This design comes from an exercise in tuning for small area, a short achievable clock period and few clock cycles on the open sky130 flow, not from production work. Power is estimated from default activity; no workload was simulated.

run a:
==> flow/design.v (excerpt) <==
module process(
  input clk,
  input rst,
  input [23:0] in_pix,
  output reg [5:0] row, col,
  output reg out_we,
  output reg [23:0] out_pix,
  output reg mirror_done,
  output reg gray_done,
  output reg filter_done
);
==> flow/config.mk <==
export PLATFORM = sky130hd
export DESIGN_NAME = process
export DESIGN_NICKNAME = process
export VERILOG_FILES = /design/flow/design.v
export SDC_FILE = /design/flow/constraint.sdc
export NUM_CORES = 4
export LEC_CHECK = 0
export ABC_CLOCK_PERIOD_IN_PS = 2500
export CAP_MARGIN = 20
export CORE_MARGIN = 2
export CORE_UTILIZATION = 40
export CTS_CLUSTER_DIAMETER = 120
export CTS_CLUSTER_SIZE = 25
export SLEW_MARGIN = 20
==> flow/constraint.sdc <==
create_clock -name core_clock -period 8.0 [get_ports {clk}]
set_input_delay 1.6000 -clock core_clock [delete_from_list [all_inputs] [get_ports {clk}]]
set_output_delay 1.6000 -clock core_clock [all_outputs]
set_load 0.01 [all_outputs]
standard.sh (not shown) runs the stock make flow with config.mk's settings and CLKGATE_MAP_FILE= SYNTH_SCRIPT=/design/flow/synth_recipe.tcl, a recipe that flattens the netlist after the stock synthesis.
==> flow/flow/run.sh <==
#!/bin/bash
set -euo pipefail
bash standard.sh SETUP_SLACK_MARGIN=5.5 MATCH_CELL_FOOTPRINT=0 finish > standard_flow.log 2>&1
For run b, these inputs were changed with respect to run a:
==> flow/run.sh (new file) <==
#!/bin/bash
# synth_recipe.tcl (not shown) runs the flow's synth.tcl, then flattens the netlist and writes it again
# the make line also repeats each setting of config.mk as NAME=value (left out here)
make -C /OpenROAD-flow-scripts/flow DESIGN_CONFIG=/design/flow/config.mk WORK_HOME=/design/flow/orfs CLKGATE_MAP_FILE= SYNTH_SCRIPT=/design/flow/synth_recipe.tcl finish
-- flow/config.mk --
<<< run a, line 13
export CTS_CLUSTER_SIZE = 25
export SLEW_MARGIN = 20
>>> run b, line 13
export CTS_CLUSTER_SIZE = 25
export SETUP_SLACK_MARGIN = 5
export SLEW_MARGIN = 20
removed: flow/flow/run.sh
removed: flow/standard.sh
Findings:
Run b vs run a: combinational share of power down in run b
Looking at via count, run b sits 6.4% below run a.
Run b has utilization below what run a had.
Met3 usage: lower on run a
No run of this note included a check of the RTL's function; only the layout flow was run.


== v6 ==
Another version of the RTL of process (not shown whole).
For scale: about 1,100 cells after synthesis, ~230 flip-flops, roughly 66 I/O pins, about 0.012 sq mm of cells after synthesis.
==> flow/design.v (excerpt) <==
module process(
  input clk,
  input rst,
  input [23:0] in_pix,
  output reg [5:0] row, col,
  output reg out_we,
  output reg [23:0] out_pix,
  output reg mirror_done,
  output reg gray_done,
  output reg filter_done
);
localparam integer K  = 4;             
localparam integer NS = 64 / K;        
localparam integer LS = 2 * K + 2;     
localparam [1:0] ST_MIR = 2'd0, ST_GRAY = 2'd1, ST_SHP = 2'd2, ST_DONE = 2'd3;
localparam [2:0] WS_PIX = 3'd0, WS_GRAY = 3'd1, WS_TOP = 3'd2, WS_LAST = 3'd3,
                 WS_LASTF = 3'd4, WS_S = 3'd5;
reg [1:0]  stage;
reg [11:0] cnt;       
reg [3:0]  slot;      
wire [11:0] inc = cnt + 1'b1;
wire [4:0]  strip_inc = cnt[11:7] + 1'b1;
wire [6:0]  sc = cnt[6:0];
wire [4:0]  strip = cnt[11:7];
wire        c64 = sc[6];
wire        c0 = (sc == 7'd0);
wire        s_first = (strip == 0);
wire        s_last = (strip == NS - 1);
wire        s_virt = (strip == NS);
reg [5:0] n_row, n_col;
reg       n_we;
reg [2:0] n_wsel;
reg       n_sr, n_virt, n_proc, n_swap, n_jk;
reg [1:0]  x_stage;
reg [11:0] x_cnt;
reg [3:0]  x_slot;
reg [1:0] hs, lo, cs;
wire [3:0] sm1 = strip[3:0] - 1'b1, sp1 = strip[3:0] + 1'b1;
always @* begin
  n_row = 0; n_col = 0; n_we = 0; n_wsel = WS_S;
  n_sr = 0; n_virt = 0; n_proc = 0; n_swap = 0; n_jk = 0;
  x_stage = stage; x_cnt = cnt; x_slot = slot;
  ...
Settings: LEC_CHECK=0, ABC_CLOCK_PERIOD_IN_PS=2500, CAP_MARGIN=20, CORE_MARGIN=2, CORE_UTILIZATION=40, CTS_CLUSTER_DIAMETER=120, CTS_CLUSTER_SIZE=25, SLEW_MARGIN=20; clock period 8.0 ns.
==> flow/flow/run.sh <==
#!/bin/bash
set -euo pipefail
bash standard.sh SETUP_SLACK_MARGIN=5.35 MATCH_CELL_FOOTPRINT=0 finish > standard_flow.log 2>&1
v6 closes out successfully: all stages finished, all timing, DRC and antenna checks passed.
Relative to v6, the following input files were edited for v7:
==> flow/run.sh (new file) <==
#!/bin/bash
# synth_recipe.tcl (not shown) runs the flow's synth.tcl, then flattens the netlist and writes it again
# the make line also repeats each setting of config.mk as NAME=value (left out here)
make -C /OpenROAD-flow-scripts/flow DESIGN_CONFIG=/design/flow/config.mk WORK_HOME=/design/flow/orfs CLKGATE_MAP_FILE= SYNTH_SCRIPT=/design/flow/synth_recipe.tcl finish
diff --git a/flow/config.mk b/flow/config.mk
--- a/flow/config.mk
+++ b/flow/config.mk
@@ -12,3 +12,4 @@
 export CTS_CLUSTER_DIAMETER = 120
 export CTS_CLUSTER_SIZE = 25
+export SETUP_SLACK_MARGIN = 5
 export SLEW_MARGIN = 20
removed: flow/flow/run.sh
removed: flow/standard.sh
Notes after the runs:
- Going from v6 to v7, critical path depth shrinks by 10.
- Critical path startpoint = out_pix[6]$_DFF_P_: v7; critical path startpoint = vr[2]$_DFF_P_: v6
- Across both runs, maximum frequency was lower for v7 than for v6.
- The higher fraction of layout instances using a drive strength above 1 came out of v6.
- v7 vs. v6: final cell area excluding filler cells lost 810 sq um; xor and xnor area share after synthesis level.
- Total detailed-routing wirelength in v7 vs v6: down 1.0 mm
- v7 vs v6, number of buffer and inverter instances along the worst setup path went down by 1.
- | clock power | v6 vs v7 | ≈ equal |
- Looking at power consumption, v7 sits below v6.
No run of this note included a check of the RTL's function; only the layout flow was run.

==> separate check: timing with driven ports <==
No port has a modelled driver above. Below, the same layouts with a new extraction and two added sets of constraints. Step 1 assumes that a clkbuf_16 drives the clock port and a buf_2 every other input. Step 2, shift: input delay + t, output delay - t, t = (earliest + latest rising clock arrival at the registers) / 2. This alone moves slack from input paths to output paths. a / b / c = ideal / step 1 / step 2; a / b = the first two.
run	t, ns	slack for setup (ns)	clock arrival spread, ns
run a	0.524	3.705 / 3.703 / 3.180	0.035 / 0.035
run b	0.520	3.772 / 3.768 / 3.248	0.028 / 0.028
v6	0.520	5.324 / 5.311 / 4.980	0.019 / 0.019
v7	0.519	5.060 / 5.012 / 4.661	0.020 / 0.020
After both steps setup and hold are still met in every run listed. The setup slack of run a, which loses most, moves by -0.002 ns with the drivers and by -0.525 ns with both steps.
